Background: an optimization exercise with open tools, aiming at small area. Do not read the settings as production practice. Only simulation tests tie the RTL to the original design; equivalence was not proved.

==> flow/design.v <==
module dkw_add #(parameter W = 8) (
    input  [W-1:0] a,
    input  [W-1:0] b,
    input          ci,
    output [W-1:0] s,
    output         co
);
    wire [W:0] c;
    assign c[0] = ci;
    genvar i;
    generate for (i = 0; i < W; i = i + 1) begin : g
        assign s[i] = a[i] ^ b[i] ^ c[i];
        assign c[i+1] = (a[i] & b[i]) | (a[i] & c[i]) | (b[i] & c[i]);
    end endgenerate
    assign co = c[W];
endmodule
module dkw_inc #(parameter W = 8) (
    input  [W-1:0] a,
    input          ci,
    output [W-1:0] s
);
    wire [W:0] c;
    assign c[0] = ci;
    genvar i;
    generate for (i = 0; i < W; i = i + 1) begin : g
        assign s[i] = a[i] ^ c[i];
        assign c[i+1] = a[i] & c[i];
    end endgenerate
endmodule
module dk_walk #(
    parameter CLOCK_RATE = 1000000,
    parameter SAMPLE_RATE = 96000
)(
    input clk,
    input I_RSTn,
    input audio_clk_en,
    input walk_en,
    output reg signed[15:0] out
);
    wire en = audio_clk_en;
    reg [7:0] lfsr;
    always @(posedge clk, negedge I_RSTn) begin
        if (!I_RSTn) lfsr <= 8'd255;
        else if (en) lfsr <= {lfsr[6:4], lfsr[3] ^ lfsr[7], lfsr[2] ^ lfsr[7], lfsr[1] ^ lfsr[7], lfsr[0], lfsr[7]};
    end
    wire [2:0] noise = {1'b0, lfsr[7:6]} - 3'd2;    
    reg [13:0] w2;
    wire w_up = !walk_en;                      
    wire w_lt = w2 < 14'd8183;                 
    wire w_gt = w2 > 14'd9;                    
    wire [13:0] w2_pm;
    dkw_add #(14) u_wpm(.a(w2), .b(w_up ? 14'd9 : 14'h3ff7), .ci(1'b0), .s(w2_pm), .co());
    wire w_sat = w_up ? !w_lt : !w_gt;
    wire [13:0] w2_next = !w_sat ? w2_pm : (w_up ? 14'd8192 : 14'd0);
    wire [4:0] nw2 = -w2[4:0];
    wire [4:0] step_h = !w_sat ? (w_up ? 5'd9 : 5'h17) : nw2;    
    always @(posedge clk, negedge I_RSTn) begin
        if (!I_RSTn) w2 <= 14'd0;
        else if (en) w2 <= w2_next;
    end
    reg [16:0] sq_cnt;
    reg sq_unf;
    reg [13:0] sq2;
    wire [16:0] sq_cnt_inc;
    dkw_inc #(17) u_sqc(.a(sq_cnt), .ci(1'b1), .s(sq_cnt_inc));
    wire sq_wrap = sq_cnt == 17'd112323;
    wire sq_lt = sq2 < 14'd8175;               
    wire sq_gt = sq2 > 14'd17;                 
    wire [13:0] sq2_pm;
    dkw_add #(14) u_sqpm(.a(sq2), .b(sq_unf ? 14'd17 : 14'h3fef), .ci(1'b0), .s(sq2_pm), .co());
    wire sq_sat = sq_unf ? !sq_lt : !sq_gt;
    wire [13:0] sq2_next = !sq_sat ? sq2_pm : (sq_unf ? 14'd8192 : 14'd0);
    always @(posedge clk, negedge I_RSTn) begin
        if (!I_RSTn) begin
            sq_cnt <= 17'd0;
            sq_unf <= 1'b0;
            sq2 <= 14'd0;
        end else begin
            sq_cnt <= sq_wrap ? 17'd0 : sq_cnt_inc;
            if (en) begin
                sq_unf <= sq_cnt < 17'd56161;
                sq2 <= sq2_next;
            end
        end
    end
    reg [26:0] t;
    wire [14:0] wd;                            
    wire wd_c;
    dkw_add #(14) u_wd(.a({w2[12:0], 1'b0}), .b({1'b0, w2[13:1]}), .ci(1'b0), .s(wd[13:0]), .co(wd_c));
    assign wd[14] = wd_c | w2[13];
    wire [17:0] w9;                            
    dkw_add #(15) u_w9(.a(wd), .b({wd[11:0], 3'b0}), .ci(1'b0), .s(w9[14:0]), .co(w9[15]));
    wire [2:0] w9_hi;
    dkw_inc #(3) u_w9h(.a(wd[14:12]), .ci(w9[15]), .s(w9_hi));
    wire [17:0] w9f = {w9_hi, w9[14:0]};
    wire [25:0] w_a;                           
    dkw_add #(26) u_wa(.a({w9f, 8'd0}), .b({8'd0, w9f}), .ci(1'b0), .s(w_a), .co());
    wire [25:0] w_p;                           
    dkw_add #(26) u_wp(.a(w_a), .b(~{4'd0, w9f, 4'd0}), .ci(1'b1), .s(w_p), .co());
    wire [13:0] tmp1 = w_p[25:12];
    wire [14:0] sd;
    wire sd_c;
    dkw_add #(14) u_sd(.a({sq2[12:0], 1'b0}), .b({1'b0, sq2[13:1]}), .ci(1'b0), .s(sd[13:0]), .co(sd_c));
    assign sd[14] = sd_c | sq2[13];
    wire [18:0] s15;                           
    dkw_add #(19) u_s15(.a({sd, 4'd0}), .b(~{4'd0, sd}), .ci(1'b1), .s(s15), .co());
    wire [26:0] s_a;                           
    dkw_add #(27) u_sa(.a({s15, 8'd0}), .b({8'd0, s15}), .ci(1'b0), .s(s_a), .co());
    wire [26:0] s_p;                           
    dkw_add #(27) u_sp(.a(s_a), .b(~{4'd0, s15, 4'd0}), .ci(1'b1), .s(s_p), .co());
    wire [14:0] tmp3 = s_p[26:12];
    wire [15:0] c_a;
    wire c_a_c;
    dkw_add #(15) u_ca(.a({tmp1, 1'b0}), .b(tmp3), .ci(1'b0), .s(c_a[14:0]), .co(c_a_c));
    assign c_a[15] = c_a_c;
    wire [16:0] c_k;
    dkw_add #(17) u_ck(.a({1'b0, c_a}), .b(17'd52920), .ci(1'b0), .s(c_k), .co());
    wire [28:0] t5;
    dkw_add #(29) u_t5(.a({t, 2'b0}), .b({2'b0, t}), .ci(1'b0), .s(t5), .co());
    wire [16:0] H = t5[28:12];
    wire z = (t[11:0] == 12'd0);
    wire [26:0] t_u;
    dkw_add #(27) u_tu(.a(t), .b(~{10'd0, H}), .ci(z), .s(t_u), .co());
    wire [26:0] t_next;
    dkw_add #(27) u_tn(.a(t_u), .b({10'd0, c_k}), .ci(1'b0), .s(t_next), .co());
    always @(posedge clk) begin
        if (!I_RSTn) t <= 27'd0;
        else if (en) t <= t_next;
    end
    wire [28:0] t3;
    dkw_add #(28) u_t3(.a({t, 1'b0}), .b({1'b0, t}), .ci(1'b0), .s(t3[27:0]), .co(t3[28]));
    wire [36:0] t3a;                           
    dkw_add #(33) u_t3a(.a({t3, 4'd0}), .b({4'd0, t3}), .ci(1'b0), .s(t3a[32:0]), .co(t3a[33]));
    assign t3a[36:34] = 3'd0;
    wire [36:0] t819;                          
    dkw_add #(37) u_t819(.a(t3a), .b({t3, 8'd0}), .ci(1'b0), .s(t819), .co());
    wire [13:0] v_next = t819[35:22];
    reg [13:0] V;
    reg [6:0] D;
    wire d_dec = (V[6:0] == 7'd0) & (V[13:7] != 7'd0);
    wire [6:0] D_next;
    dkw_inc #(7) u_dn(.a(~V[13:7]), .ci(d_dec), .s(D_next));
    always @(posedge clk, negedge I_RSTn) begin
        if (!I_RSTn) begin
            V <= 14'd14849;                    
            D <= 7'd0;                         
        end else begin
            V <= v_next;
            D <= D_next;
        end
    end
    wire [11:0] N = V[13:2];
    wire [7:0] dr [0:9];
    wire [8:0] q4;
    assign dr[0] = {4'd0, N[11:8]};
    genvar gi;
    generate for (gi = 0; gi < 9; gi = gi + 1) begin : dv
        wire [7:0] a = (gi == 0) ? dr[0] : {dr[gi][6:0], N[8-gi]};
        wire [7:0] df;
        wire co;
        dkw_add #(8) u_s(.a(a), .b(~{1'b0, D}), .ci(1'b1), .s(df), .co(co));
        assign q4[8-gi] = co;
        assign dr[gi+1] = co ? df : a;
    end endgenerate
    wire [6:0] q4m48 = q4[8:2] - 7'd48;
    reg [7:0] code_next;
    always @* begin
        if (D == 7'd0)             code_next = {2'd3, 6'd37};    
        else if (q4[8:6] == 3'd0)  code_next = {2'd0, (q4[5:0] == 6'd0) ? 6'd1 : q4[5:0]};
        else if (q4 < 9'd192)      code_next = {2'd1, q4[7], q4[5:1]};
        else                       code_next = {2'd2, q4m48[5:0]};
    end
    reg [7:0] c2, c3, c4, c5, c6, c7;
    always @(posedge clk, negedge I_RSTn) begin
        if (!I_RSTn) begin
            c2 <= {2'd0, 6'd1};     
            c6 <= 8'd0;             
            c7 <= {2'd3, 6'd0};     
        end else begin
            c2 <= code_next;
            c6 <= c5;
            c7 <= c6;
        end
    end
    always @(posedge clk) begin
        c3 <= c2;
        c4 <= c3;
        c5 <= c4;
    end
    reg [12:0] ch;
    always @* begin
        case (c7)
            8'd0: ch = 13'd0;
            8'd1: ch = 13'd38;
            8'd2: ch = 13'd66;
            8'd3: ch = 13'd104;
            8'd4: ch = 13'd142;
            8'd5: ch = 13'd180;
            8'd6: ch = 13'd209;
            8'd7: ch = 13'd247;
            8'd8: ch = 13'd285;
            8'd9: ch = 13'd313;
            8'd10: ch = 13'd351;
            8'd11: ch = 13'd380;
            8'd12: ch = 13'd408;
            8'd13: ch = 13'd446;
            8'd14: ch = 13'd475;
            8'd15: ch = 13'd513;
            8'd16: ch = 13'd532;
            8'd17: ch = 13'd570;
            8'd18: ch = 13'd598;
            8'd19: ch = 13'd627;
            8'd20: ch = 13'd655;
            8'd21: ch = 13'd684;
            8'd22: ch = 13'd712;
            8'd23: ch = 13'd741;
            8'd24: ch = 13'd769;
            8'd25: ch = 13'd798;
            8'd26: ch = 13'd826;
            8'd27: ch = 13'd855;
            8'd28: ch = 13'd874;
            8'd29: ch = 13'd902;
            8'd30: ch = 13'd931;
            8'd31: ch = 13'd959;
            8'd32: ch = 13'd978;
            8'd33: ch = 13'd1007;
            8'd34: ch = 13'd1026;
            8'd35: ch = 13'd1054;
            8'd36: ch = 13'd1083;
            8'd37: ch = 13'd1111;
            8'd38: ch = 13'd1130;
            8'd39: ch = 13'd1149;
            8'd40: ch = 13'd1178;
            8'd41: ch = 13'd1197;
            8'd42: ch = 13'd1216;
            8'd43: ch = 13'd1244;
            8'd44: ch = 13'd1263;
            8'd45: ch = 13'd1292;
            8'd46: ch = 13'd1311;
            8'd47: ch = 13'd1330;
            8'd48: ch = 13'd1358;
            8'd49: ch = 13'd1377;
            8'd50: ch = 13'd1396;
            8'd51: ch = 13'd1415;
            8'd52: ch = 13'd1444;
            8'd53: ch = 13'd1463;
            8'd54: ch = 13'd1482;
            8'd55: ch = 13'd1501;
            8'd56: ch = 13'd1520;
            8'd57: ch = 13'd1539;
            8'd58: ch = 13'd1558;
            8'd59: ch = 13'd1586;
            8'd60: ch = 13'd1605;
            8'd61: ch = 13'd1624;
            8'd62: ch = 13'd1643;
            8'd63: ch = 13'd1662;
            8'd64: ch = 13'd1681;
            8'd65: ch = 13'd1719;
            8'd66: ch = 13'd1757;
            8'd67: ch = 13'd1795;
            8'd68: ch = 13'd1824;
            8'd69: ch = 13'd1862;
            8'd70: ch = 13'd1900;
            8'd71: ch = 13'd1928;
            8'd72: ch = 13'd1966;
            8'd73: ch = 13'd2004;
            8'd74: ch = 13'd2033;
            8'd75: ch = 13'd2071;
            8'd76: ch = 13'd2099;
            8'd77: ch = 13'd2128;
            8'd78: ch = 13'd2166;
            8'd79: ch = 13'd2194;
            8'd80: ch = 13'd2223;
            8'd81: ch = 13'd2251;
            8'd82: ch = 13'd2289;
            8'd83: ch = 13'd2308;
            8'd84: ch = 13'd2337;
            8'd85: ch = 13'd2375;
            8'd86: ch = 13'd2394;
            8'd87: ch = 13'd2422;
            8'd88: ch = 13'd2460;
            8'd89: ch = 13'd2489;
            8'd90: ch = 13'd2508;
            8'd91: ch = 13'd2536;
            8'd92: ch = 13'd2565;
            8'd93: ch = 13'd2593;
            8'd94: ch = 13'd2612;
            8'd95: ch = 13'd2641;
            8'd96: ch = 13'd2669;
            8'd97: ch = 13'd2698;
            8'd98: ch = 13'd2717;
            8'd99: ch = 13'd2745;
            8'd100: ch = 13'd2764;
            8'd101: ch = 13'd2793;
            8'd102: ch = 13'd2812;
            8'd103: ch = 13'd2840;
            8'd104: ch = 13'd2859;
            8'd105: ch = 13'd2888;
            8'd106: ch = 13'd2907;
            8'd107: ch = 13'd2935;
            8'd108: ch = 13'd2954;
            8'd109: ch = 13'd2973;
            8'd110: ch = 13'd3002;
            8'd111: ch = 13'd3021;
            8'd112: ch = 13'd3040;
            8'd113: ch = 13'd3068;
            8'd114: ch = 13'd3087;
            8'd115: ch = 13'd3106;
            8'd116: ch = 13'd3125;
            8'd117: ch = 13'd3154;
            8'd118: ch = 13'd3173;
            8'd119: ch = 13'd3192;
            8'd120: ch = 13'd3211;
            8'd121: ch = 13'd3230;
            8'd122: ch = 13'd3249;
            8'd123: ch = 13'd3268;
            8'd124: ch = 13'd3287;
            8'd125: ch = 13'd3306;
            8'd126: ch = 13'd3325;
            8'd127: ch = 13'd3344;
            8'd128: ch = 13'd3363;
            8'd129: ch = 13'd3410;
            8'd130: ch = 13'd3439;
            8'd131: ch = 13'd3477;
            8'd132: ch = 13'd3515;
            8'd133: ch = 13'd3553;
            8'd134: ch = 13'd3581;
            8'd135: ch = 13'd3619;
            8'd136: ch = 13'd3657;
            8'd137: ch = 13'd3686;
            8'd138: ch = 13'd3724;
            8'd139: ch = 13'd3752;
            8'd140: ch = 13'd3781;
            8'd141: ch = 13'd3819;
            8'd142: ch = 13'd3847;
            8'd143: ch = 13'd3876;
            8'd144: ch = 13'd3904;
            8'd145: ch = 13'd3942;
            8'd146: ch = 13'd3971;
            8'd147: ch = 13'd3999;
            8'd148: ch = 13'd4028;
            8'd149: ch = 13'd4056;
            8'd150: ch = 13'd4085;
            8'd151: ch = 13'd4113;
            8'd152: ch = 13'd4142;
            8'd153: ch = 13'd4170;
            8'd154: ch = 13'd4199;
            8'd155: ch = 13'd4218;
            8'd156: ch = 13'd4246;
            8'd157: ch = 13'd4275;
            8'd192: ch = 13'd1000;
            8'd229: ch = 13'd6165;
            default: ch = 13'd0;
        endcase
    end
    reg [12:0] vco_cnt;
    wire [13:0] S;
    dkw_add #(13) u_S(.a(ch), .b(~vco_cnt), .ci(1'b0), .s(S[12:0]), .co(S[13]));
    wire vco_lt_ch = S[13];
    wire vco_lt_wl = S >= 14'd7575;
    wire [12:0] vco_cnt_inc;
    dkw_inc #(13) u_vc(.a(vco_cnt), .ci(1'b1), .s(vco_cnt_inc));
    reg vco_unf;
    reg vco_c;           
    reg [2:0] vco_k;
    always @(posedge clk, negedge I_RSTn) begin
        if (!I_RSTn) begin
            vco_cnt <= 13'd0;
            vco_unf <= 1'b0;
            vco_c <= 1'b0;
            vco_k <= 3'd0;
        end else begin
            vco_cnt <= vco_lt_wl ? vco_cnt_inc : 13'd0;
            if (en) begin
                vco_unf <= vco_lt_ch;
                if (vco_unf != vco_c) begin
                    if (vco_k == 3'd5) begin vco_c <= vco_unf; vco_k <= 3'd0; end
                    else vco_k <= vco_k + 3'd1;
                end else if (vco_k != 3'd0) vco_k <= vco_k - 3'd1;
            end
        end
    end
    wire vco_on = vco_c | (vco_k != 3'd0);     
    reg signed [15:0] h7;
    reg signed [5:0] r7;
    wire [16:0] x7;                            
    wire x7_c;
    dkw_add #(16) u_x7(.a(h7), .b({{10{r7[5]}}, r7}), .ci(1'b0), .s(x7[15:0]), .co(x7_c));
    assign x7[16] = h7[15] ^ r7[5] ^ x7_c;
    wire [21:0] x7e = {{5{x7[16]}}, x7};
    wire [21:0] x7_5;                          
    dkw_add #(22) u_x75(.a(x7e), .b({x7e[19:0], 2'b0}), .ci(1'b0), .s(x7_5), .co());
    wire [21:0] x7_21;                         
    dkw_add #(22) u_x721(.a(x7_5), .b({x7e[17:0], 4'b0}), .ci(1'b0), .s(x7_21), .co());
    wire [5:0] y7 = x7_21[21:16];              
    wire nz7 = (x7[15:0] != 16'd0);            
    wire [15:0] h7_next;                       
    dkw_add #(16) u_h7(.a(x7[15:0]), .b(~{{10{y7[5]}}, y7}), .ci(!nz7), .s(h7_next), .co());
    wire [5:0] r7_next = {step_h, 1'b0} - {{3{noise[2]}}, noise};
    always @(posedge clk, negedge I_RSTn) begin
        if (!I_RSTn) begin
            h7 <= 16'sd0;
            r7 <= 6'sd0;
        end else if (en) begin
            h7 <= h7_next;
            r7 <= r7_next;
        end
    end
    wire [15:0] rect = (h7 > 16'sd0) ? h7 : {9'd0, h7[15:9]};
    wire [15:0] in8 = vco_on ? {rect[14:0], 1'b0} : 16'd0;
    reg signed [15:0] h8;
    reg [15:0] last8;
    wire [17:0] x8a;                           
    dkw_add #(18) u_x8a(.a({{2{h8[15]}}, h8}), .b({{2{in8[15]}}, in8}), .ci(1'b0), .s(x8a), .co());
    wire [17:0] x8;                            
    dkw_add #(18) u_x8(.a(x8a), .b(~{{2{last8[15]}}, last8}), .ci(1'b1), .s(x8), .co());
    wire [22:0] x8e = {{5{x8[17]}}, x8};
    wire [22:0] x8_13a;                        
    dkw_add #(23) u_x813a(.a(x8e), .b({x8e[20:0], 2'b0}), .ci(1'b0), .s(x8_13a), .co());
    wire [22:0] x8_13;                         
    dkw_add #(23) u_x813(.a(x8_13a), .b({x8e[19:0], 3'b0}), .ci(1'b0), .s(x8_13), .co());
    wire [6:0] y8f = x8_13[21:15];             
    wire nz8 = (x8[14:0] != 15'd0);            
    wire [15:0] h8_next;
    dkw_add #(16) u_h8(.a(x8[15:0]), .b(~{{9{y8f[6]}}, y8f}), .ci(!nz8), .s(h8_next), .co());
    wire [15:0] last8_next = in8 + {{13{noise[2]}}, noise};
    always @(posedge clk, negedge I_RSTn) begin
        if (!I_RSTn) begin
            h8 <= 16'sd0;
            last8 <= 16'd0;
        end else if (en) begin
            h8 <= h8_next;
            last8 <= last8_next;
        end
    end
    reg signed [15:0] lp;
    reg signed [11:0] g, sm;
    wire [15:0] dlp;
    dkw_add #(16) u_dlp(.a(h8), .b(~lp), .ci(1'b1), .s(dlp), .co());
    wire [21:0] dle = {{6{dlp[15]}}, dlp};
    wire [21:0] d40;                           
    dkw_add #(22) u_d40(.a({dle[16:0], 5'b0}), .b({dle[18:0], 3'b0}), .ci(1'b0), .s(d40), .co());
    wire [21:0] d39;                           
    dkw_add #(22) u_d39(.a(d40), .b(~dle), .ci(1'b1), .s(d39), .co());
    wire [15:0] lp_next;
    dkw_add #(16) u_lp(.a(lp), .b({{4{sm[11]}}, sm}), .ci(1'b0), .s(lp_next), .co());
    always @(posedge clk, negedge I_RSTn) begin
        if (!I_RSTn) begin
            lp <= 16'sd0;
            g <= 12'sd0;
            sm <= 12'sd0;
        end else if (en) begin
            lp <= lp_next;
        end else begin
            g <= d39[21:10];
            sm <= g;
        end
    end
    always @(posedge clk, negedge I_RSTn) begin
        if (!I_RSTn) out <= 16'sd0;
        else if (en) out <= lp;
    end
endmodule
==> flow/run.sh <==
#!/bin/bash
# synth_recipe.tcl (not shown) runs the flow's synth.tcl, then flattens the netlist and writes it again
# the make line also repeats each setting of config.mk as NAME=value (left out here)
make -C /OpenROAD-flow-scripts/flow DESIGN_CONFIG=/design/flow/config.mk WORK_HOME=/design/flow/orfs CLKGATE_MAP_FILE= SYNTH_SCRIPT=/design/flow/synth_recipe.tcl finish
==> flow/config.mk <==
export PLATFORM = sky130hd
export DESIGN_NAME = dk_walk
export DESIGN_NICKNAME = dk_walk
export VERILOG_FILES = /design/flow/design.v
export SDC_FILE = /design/flow/constraint.sdc
export NUM_CORES = 4
export LEC_CHECK = 0
export CAP_MARGIN = 20
export CORE_MARGIN = 2
export CORE_UTILIZATION = 40
export SLEW_MARGIN = 20
==> flow/constraint.sdc <==
create_clock -name core_clock -period 30.0 [get_ports {clk}]
set_input_delay 6.0000 -clock core_clock [delete_from_list [all_inputs] [get_ports {clk}]]
set_output_delay 6.0000 -clock core_clock [all_outputs]
set_load 0.01 [all_outputs]
==> summary.md <==
| Metric | Value |
|---|---|
| Crit-path max cell delay | `0.81 ns` |
| FP Rows | `95` |
| Routed Antenna Nets | `0` |
| Async SR Flop Fraction | `81.59%` |
| DR WL/cell | `17.17 µm` |
| Root Driver | `clkbuf_16` |
| Drt drc | `0` |
| # Post-CTS Setup Buffers | `0` |
| Final count of pins violating max slew | `0` |
| RSZ-0062 raised after global routing | `no` |
| Yosys warnings | `1` |
| Sequential fraction of the synthesis area | `24.52%` |
| CTS HTree Levels | `2` |
| Vias/cell | `5.268` |
| Final Cycle Share | `87.80%` |
| Clock transition at the registers of the reported paths | `0.06 ns` |
| Non-filler instance count after layout | `3,457` |
| Syn nets | `3,216` |
| Ranking of synthesized cells by area | `fa_1 (33%), dfrtp_1 (19%), ha_1 (8.0%), inv_1 (5.8%), dfxtp_1 (3.7%)` |
| Setup ws final | `3.661 ns` |
| #FFs+latches synth | `277` |
| Synth Flop Type | `dfrtp_1` |
| Avg Cell Area, Syn | `10.56 µm²` |
| Worst Max-Slew Pin Slew | `1.055 ns` |
| Port Buffers | `19` |
| Critical path startpoint category | `flip-flop` |
| # IOs | `20` |
| Fin. Hold Viols | `0` |
| CP required | `30.46 ns` |
| Tmin final | `26.34 ns` |
| Unique masters post-synth | `90` |
| GRT overflow | `0` |
| Share of cells above drive strength 1 | `7.159%` |
| Leading area contributor after synthesis | `fa_1` |
| Die height | `265.3 µm` |
| CP max stage cell | `dfrtp_1` |
| Clock buffer count from CTS | `36` |
| Detailed-route via count | `18,210` |
| Antenna cells | `0` |
| Vias in the first global route | `19,550` |
| Post-CTS sizing | `0` |
| Area delta synth->final | `8.073%` |
| EDFF count, synth | `0` |
| Final setup fails | `0` |
| HPWL after DPL | `45,600 µm` |
| Top-area cell type share of the netlist area | `33.13%` |
| Worst clock skew | `0.03713 ns` |
| Core ar. | `67,400 µm²` |
| Critical path class | `flip-flop to flip-flop` |
| Pre-CTS setup slack | `3.727 ns` |
| Status | `no timing/DRC/antenna violations` |
| Final WL | `59,360 µm` |
| Setup TNS | `0 ns` |
| DP Cell Count | `3,391` |
| Die Footprint | `70,380 µm²` |
| Initial Util | `40.52%` |
| Cts hold-fix bufs | `0` |
| Worst Setup End Kind | `flip-flop` |
| Largest net degree at the start of global routing | `151` |
| Critical path arrival | `26.80 ns` |
| Nets | `3,187` |
| Post-Syn Area | `27,310 µm²` |
| Worst-skew pair later-pin latency | `0.56 ns` |
| Drt pass-1 iters | `5` |
| Gate count of the mapped netlist | `2,585` |
| Max cap viols | `0` |
| Critical path fanouts, max | `22` |
| Max frequency | `37.97 MHz` |
| Clock Tree Buf Depth | `3` |
| First-pass GRT wire length | `102,000 µm` |
| CTS tree | `built` |
| Relative slew slack | `29.61%` |
| Initial antenna violation count | `0` |
| Worst Hold Class | `flip-flop to flip-flop` |
| Gr usage total | `17.73%` |
| Die Wd | `265.3 µm` |
| Worst path most repeated cell | `fa_1` |
| DRC violation total after the first TritonRoute iteration | `1,295` |
| Routability cong. | `0.9047` |
| Clk sinks | `277` |
==> per-layer routing <==
layer | vias to the layer above | wire length [µm] | share of wire (%) | global-route usage (%)
li1 | 8466 | - | - | -
met1 | 9230 | 26610 | 45 | 24.75
met2 | 415 | 28730 | 48 | 29.31
met3 | 99 | 2691 | 4.5 | 2.231
met4 | 0 | 1335 | 2.2 | 4.627
met5 | - | 0 | 0 | 0
==> registers in the layout, indices dropped and copies added (netlist names), 14 cells and up <==
register  flops
t            27
out          16
w2           14
sq_cnt       17
h7           16
V            14
h8           16
last8        16
lp           16
sq2          14
==> cell usage after synthesis (9+ instances only) <==
| cell | number |
|---|---|
| buf_1 | 14 |
| o211ai_1 | 18 |
| nor2b_1 | 38 |
| dfstp_2 | 16 |
| a221oi_1 | 11 |
| a31oi_1 | 16 |
| inv_1 | 424 |
| o31ai_1 | 11 |
| o21bai_1 | 11 |
| dfrtp_1 | 210 |
| mux2_2 | 61 |
| a211oi_1 | 24 |
| o21ai_0 | 110 |
| a21o_1 | 10 |
| and2_1 | 36 |
| nor3_1 | 25 |
| clkbuf_1 | 73 |
| fa_1 | 452 |
| nand4_1 | 15 |
| maj3_1 | 33 |
| nor4_1 | 16 |
| ha_1 | 175 |
| xnor2_1 | 34 |
| dfxtp_1 | 51 |
| nand2b_1 | 28 |
| nor2_1 | 133 |
| or2_2 | 9 |
| xor2_1 | 14 |
| o22ai_1 | 36 |
| nand2_1 | 150 |
| nand3_1 | 23 |
| mux2i_1 | 44 |
| a21oi_1 | 127 |
==> path summary, 6_finish.rpt <==
| path | from | to | cells after the start | slack, ns |
|---|---|---|---|---|
| max | D[1] | c2[0] | 87 | 3.66 |
| min | c5[4] | c6[4] | 0 | 0.30 |
| max reg2reg | D[1] | c2[0] | 87 | 3.66 |
| min reg2reg | c5[4] | c6[4] | 0 | 0.30 |
| max in group asynchronous | I_RSTn | sq2[8] | 2 | 23.23 |
| min in group asynchronous | I_RSTn | out[2] | 1 | 5.49 |
==> layout make-up <==
cell class	count	area (µm²)
clock buffers	50	1035
fillers	6339	37880
well taps	873	1092
repair buffers	30	295.3
multi-input cells	1784	18600
clock inverters	16	185.2
flip-flops and latches	277	6700
inverters	427	1608
==> worst max-delay path: cells and delay by family, from the launching register on <==
kind,cells,cell delay (ns)
compound gates,17,3.33
fa+ha+maj,50,18.12
buf+inv,9,0.87
flops,1,0.81
mux,3,0.99
simple gates,8,2.04
==> kinds of logic (layout without fill, tap and decap cells) <==
group | count (synthesis) | count (layout) | synth area share (%)
AO/OA/AOI/OAI | 461 | 461 | 10.84
XOR/XNOR | 48 | 48 | 1.539
adder cells (fa/ha/maj) | 665 | 665 | 42.57
buffers and inverters | 524 | 523 | 7.377
flip-flops | 277 | 277 | 24.52
multiplexers | 107 | 107 | 4.266
AND/OR/NAND/NOR | 503 | 503 | 8.893
==> per-stage QoR <==
| step | utilization [%] | hold slack [ns] | instance area, µm² |
|---|---|---|---|
| floorplan | - | 0.3096 | 27310 |
| global placement | 41.98 | 0.3123 | 28290 |
| detailed placement | 41.98 | 0.3121 | 28290 |
| CTS | 43.79 | 0.2969 | 29510 |
| global route | 43.79 | 0.3055 | 29510 |
| finish | 43.79 | 0.3045 | 29510 |
==> cell usage in the layout, fill, tap and decap left out, types with 14 or more instances in the layout <==
| cell type | instances |
|---|---|
| and2_1 | 36 |
| dfxtp_1 | 51 |
| a31oi_1 | 16 |
| nor4_1 | 16 |
| fa_1 | 452 |
| clkdlybuf4s50_1 | 17 |
| xnor2_1 | 34 |
| inv_1 | 424 |
| o22ai_1 | 36 |
| dfrtp_1 | 207 |
| ha_1 | 175 |
| maj3_1 | 33 |
| nand2b_1 | 28 |
| nor2_1 | 133 |
| nor2b_1 | 38 |
| a211oi_1 | 24 |
| clkbuf_16 | 37 |
| nor3_1 | 25 |
| xor2_1 | 14 |
| dfstp_2 | 16 |
| mux2_2 | 61 |
| nand2_1 | 150 |
| a21oi_1 | 127 |
| nand3_1 | 23 |
| mux2i_1 | 44 |
| nand4_1 | 15 |
| o211ai_1 | 18 |
| o21ai_0 | 110 |

afterwards: timing with drivers on the ports:
The results above use ideal ports. As a check the final layout listed here was re-extracted and re-timed, cells and wires unchanged.
Step 1 (the two cells are an assumption about what drives the block):
set clk [get_ports {clk}]
set_driving_cell -lib_cell sky130_fd_sc_hd__clkbuf_16 $clk
set_driving_cell -lib_cell sky130_fd_sc_hd__buf_2 [delete_from_list [all_inputs] $clk]
Step 2 moves the port delays by t, midway between the first and last clock arrival at a register: inputs arrive t later, outputs are due t later. That takes back most of the time a late clock gives input paths.
Slacks: ideal / step 1 / step 2; pairs: ideal / step 1.
t (ns): 0.604
slack for setup (ns): 3.660 / 3.660 / 3.660
worst slew at a driven data input, ns: 0.07
After both steps this run still meets setup and hold. For this run, drivers alone change the setup slack by 0.000 ns; drivers and shift together by 0.000 ns.
